This is an optimization exercise on Yosys and OpenROAD, whose aim is small area, a short achievable clock period and few clock cycles per item, not a production implementation. Where RTL was checked, it was by simulation tests only, not by an equivalence proof against the original.

// gost89_ofb_encrypt
module gost89_ofb_encrypt(
  input              clk,
  input              reset,
  input              load_data,
  input              load_IV,
  input      [255:0] key,
  input      [63:0]  in,
  input      [63:0]  IV,
  output     [63:0]  out,
  output reg         busy
);
==> module gost89_ofb_encrypt, before the edit <==
module gost89_ofb_encrypt(
  input              clk,
  input              reset,
  input              load_data,
  input              load_IV,
  input      [255:0] key,
  input      [63:0]  in,
  input      [63:0]  IV,
  output     [63:0]  out,
  output reg         busy
);
  reg  [31:0] a, b;      
  reg  [31:0] rk;        
  reg  [4:0]  cnt;       
  function [2:0] kidx(input [4:0] r);
    kidx = r[2:0] ^ {3{r[4] & r[3]}};
  endfunction
  function [31:0] ksel(input [255:0] k, input [2:0] i);
    ksel = k[255 - 32*i -: 32];
  endfunction
  wire [31:0] ra, rb;
  gost89_round rnd(.key(rk), .n1(a), .n2(b), .out1(ra), .out2(rb));
  wire [4:0] cnt_inc = cnt + 5'd1;
  always @(posedge clk) begin
    if (load_data) begin
      busy <= 1'b1;
      if (load_IV) begin
        a <= IV[63:32];
        b <= IV[31:0];
      end else begin
        a <= b;
        b <= a;
      end
    end else if (reset) begin
      busy <= 1'b0;
    end else if (busy) begin
      a <= ra;
      b <= rb;
      if (cnt == 5'd31)
        busy <= 1'b0;
    end
    cnt <= load_data ? 5'd0 : cnt_inc;
    rk  <= load_data ? key[255:224] : ksel(key, kidx(cnt_inc));
  end
  assign out = {b, a} ^ in;
endmodule
export LEC_CHECK = 0
export CAP_MARGIN = 20
export CORE_MARGIN = 2
export CORE_UTILIZATION = 50
export SETUP_SLACK_MARGIN = 5
export SLEW_MARGIN = 20
create_clock -name core_clock -period 10.0 [get_ports {clk}]
run.sh (not shown) runs the stock make flow with config.mk's settings and CLKGATE_MAP_FILE= SYNTH_SCRIPT=/design/flow/synth_recipe.tcl, a recipe that flattens the netlist after the stock synthesis.
Next try:
--- a/flow/design.v
+++ b/flow/design.v
@@ -36,7 +36,11 @@
   output reg         busy
 );
-  reg  [31:0] a, b;      
-  reg  [31:0] rk;        
-  reg  [4:0]  cnt;       
+  localparam integer K  = 1;             
+  localparam integer NC = 32 / K;        
+  localparam integer CW = (NC > 1) ? $clog2(NC) : 1;
+  reg  [31:0]   a, b;
+  reg  [CW-1:0] cnt;
+  localparam integer RK = (K > 1) ? 1 : 1;  
+  reg  [32*RK-1:0] rk;             
   function [2:0] kidx(input [4:0] r);
     kidx = r[2:0] ^ {3{r[4] & r[3]}};
@@ -45,7 +49,20 @@
     ksel = k[255 - 32*i -: 32];
   endfunction
-  wire [31:0] ra, rb;
-  gost89_round rnd(.key(rk), .n1(a), .n2(b), .out1(ra), .out2(rb));
-  wire [4:0] cnt_inc = cnt + 5'd1;
+  wire [31:0] n1 [0:K];
+  wire [31:0] n2 [0:K];
+  assign n1[0] = a;
+  assign n2[0] = b;
+  genvar j;
+  generate
+    for (j = 0; j < K; j = j + 1) begin : g_rnd
+      wire [4:0]  r  = cnt * K + j;
+      wire [31:0] kj = (j < RK) ? rk[32*j +: 32] : ksel(key, kidx(r));
+      gost89_round rnd(.key(kj), .n1(n1[j]), .n2(n2[j]),
+                       .out1(n1[j+1]), .out2(n2[j+1]));
+    end
+  endgenerate
+  wire [CW-1:0] cnt_n = load_data ? {CW{1'b0}} : cnt + 1'b1;
+  wire [4:0]    r_n   = cnt_n * K;
+  integer i;
   always @(posedge clk) begin
     if (load_data) begin
@@ -61,11 +78,14 @@
       busy <= 1'b0;
     end else if (busy) begin
-      a <= ra;
-      b <= rb;
-      if (cnt == 5'd31)
+      a <= n1[K];
+      b <= n2[K];
+      if (cnt == NC - 1)
         busy <= 1'b0;
     end
-    cnt <= load_data ? 5'd0 : cnt_inc;
-    rk  <= load_data ? key[255:224] : ksel(key, kidx(cnt_inc));
+    if (load_data || busy) begin
+      cnt <= cnt_n;
+      for (i = 0; i < RK; i = i + 1)
+        rk[32*i +: 32] <= ksel(key, kidx(r_n + i));
+    end
   end
   assign out = {b, a} ^ in;
After rerunning:
- area after synthesis came out higher by a few percent
- cell area came out higher by a few percent
- via count rose by a few percent
- clock skew rose by 0.0065 ns
- critical path depth is unchanged
No functional check of the RTL was part of any run of this note.


yarrow:
gost89_ofb_encrypt, a different RTL version from the one above (not shown whole).
Size in the first run: roughly 1100 cells after synthesis, roughly 450 I/O pins.
==> module gost89_ofb_encrypt, before the edit <==
module gost89_ofb_encrypt(
  input              clk,
  input              reset,
  input              load_data,
  input              load_IV,
  input      [255:0] key,
  input      [63:0]  in,
  input      [63:0]  IV,
  output     [63:0]  out,
  output reg         busy
);
  reg  [31:0] a, b;      
  reg  [31:0] rk;        
  reg  [4:0]  cnt;       
  function [2:0] kidx(input [4:0] r);
    kidx = r[2:0] ^ {3{r[4] & r[3]}};
  endfunction
  function [31:0] ksel(input [255:0] k, input [2:0] i);
    ksel = k[255 - 32*i -: 32];
  endfunction
  wire [31:0] ra, rb;
  gost89_round rnd(.key(rk), .n1(a), .n2(b), .out1(ra), .out2(rb));
  wire [4:0] cnt_inc = cnt + 5'd1;
  wire        ld_iv = load_data & load_IV;
  wire [31:0] fm    = load_data ? 32'd0 : (ra ^ b);
  wire [2:0] ki = load_data ? 3'd0 : kidx(cnt_inc);
  reg  [31:0] kmux;
  integer i;
  always @* begin
    kmux = 32'd0;
    for (i = 0; i < 8; i = i + 1)
      kmux = kmux | (ksel(key, i) & {32{ki == i}});
  end
  always @(posedge clk) begin
    if (load_data || busy) begin
      a <= ld_iv ? IV[63:32] : (b ^ fm);
      b <= ld_iv ? IV[31:0]  : a;
    end
    if (load_data)
      busy <= 1'b1;
    else if (reset || cnt == 5'd31)
      busy <= 1'b0;
    cnt <= (load_data || !busy) ? 5'd0 : cnt_inc;
    rk  <= kmux;
  end
  assign out = {b, a} ^ in;
endmodule
export LEC_CHECK = 0
export CAP_MARGIN = 20
export CORE_MARGIN = 2
export CORE_UTILIZATION = 50
export PLACE_DENSITY = 0.75
export SETUP_SLACK_MARGIN = 5
export SLEW_MARGIN = 20
create_clock -name core_clock -period 10.0 [get_ports {clk}]
standard.sh (not shown) runs the stock make flow with config.mk's settings and CLKGATE_MAP_FILE= SYNTH_SCRIPT=/design/flow/synth_recipe.tcl, a recipe that flattens the netlist after the stock synthesis.
==> flow/flow/run.sh <==
#!/bin/bash
# The standard ORFS layout (standard.sh) with these changes:
#  - the port buffers that buffer_ports puts on every input and output are the
#    smallest buffer (sky130_fd_sc_hd__buf_1) instead of ORFS's default choice;
#    the resizer may still upsize any of them where timing needs it;
#  - synthesis skips the extraction of full/half adder cells (extract_fa), so
#    ABC maps all of the combinational logic itself;
#  - the pin placer keeps each in[i] next to out[i] (out = KS ^ in is a
#    combinational port-to-port path);
#  - the resizer aims at a setup slack of 5.5 ns.
# standard.sh's output (every tool's) goes to standard.log; ORFS keeps per-step logs too.
args=""
for i in $(seq 0 63); do args="$args -group_pins {in[$i] out[$i]}"; done
export PLACE_PINS_ARGS="$args"
export BUFFER_PORTS_ARGS="-buffer_cell sky130_fd_sc_hd__buf_1"
export ADDER_MAP_FILE=
bash standard.sh SETUP_SLACK_MARGIN=5.5 finish > standard.log 2>&1
Testbench counts of yarrow, summed over its fixed seeds: cycles 33,792, items 1,024.
### yarrow -> onyx
--- a/flow/design.v
+++ b/flow/design.v
@@ -64,10 +64,10 @@
     end
     if (load_data)
       busy <= 1'b1;
     else if (reset || cnt == 5'd31)
       busy <= 1'b0;
-    cnt <= (load_data || !busy) ? 5'd0 : cnt_inc;
+    cnt <= load_data ? 5'd0 : cnt_inc;
     rk  <= kmux;
   end
   assign out = {b, a} ^ in;
 endmodule
Findings:
On onyx: mean instance size in the synthesized netlist is 1.5% lower than what yarrow gave. From yarrow to onyx the numbers moved as follows: placement row count decreased by 2 relative to the old numbers; synthesized instance count lost 55; post-detailed-routing wire length went up. Summary: with yarrow as the reference, total non-filler cell area in the finished layout in onyx moved down by a few percent.
Testbench counts of onyx, summed over its fixed seeds: cycles 33,792, items 1,024.

what the ideal ports hide:
The results above use ideal ports. As a check the final layouts listed here were re-extracted and re-timed, cells and wires unchanged. Step 1 assumes that a clkbuf_16 drives the clock port and a buf_2 every other input. Step 2, shift: input delay + t, output delay - t, t = (earliest + latest rising clock arrival at the registers) / 2. This alone moves slack from input paths to output paths. Slacks: no drivers / after step 1 / after step 2; pairs: no drivers / after step 1.
| run | t, ns | setup slack, ns | worst setup path at the end | clock arrival spread, ns | cell pins on the clock port's net |
|---|---|---|---|---|---|
| the first run of note 1 | 0.421 | 4.997 / 4.959 / 4.959 | input to output | 0.012 / 0.012 | 1 |
| the second run of note 1 | 0.415 | 5.003 / 4.911 / 4.869 | input to register | 0.019 / 0.019 | 1 |
| yarrow | 0.410 | 5.570 / 5.524 / 5.359 | input to register | 0.012 / 0.012 | 1 |
| onyx | 0.403 | 5.570 / 5.543 / 5.315 | input to register | 0.013 / 0.013 | 1 |
After both steps every run listed still meets setup and hold. The setup slack of onyx, which loses most, moves by -0.027 ns with the drivers and by -0.255 ns with both steps.
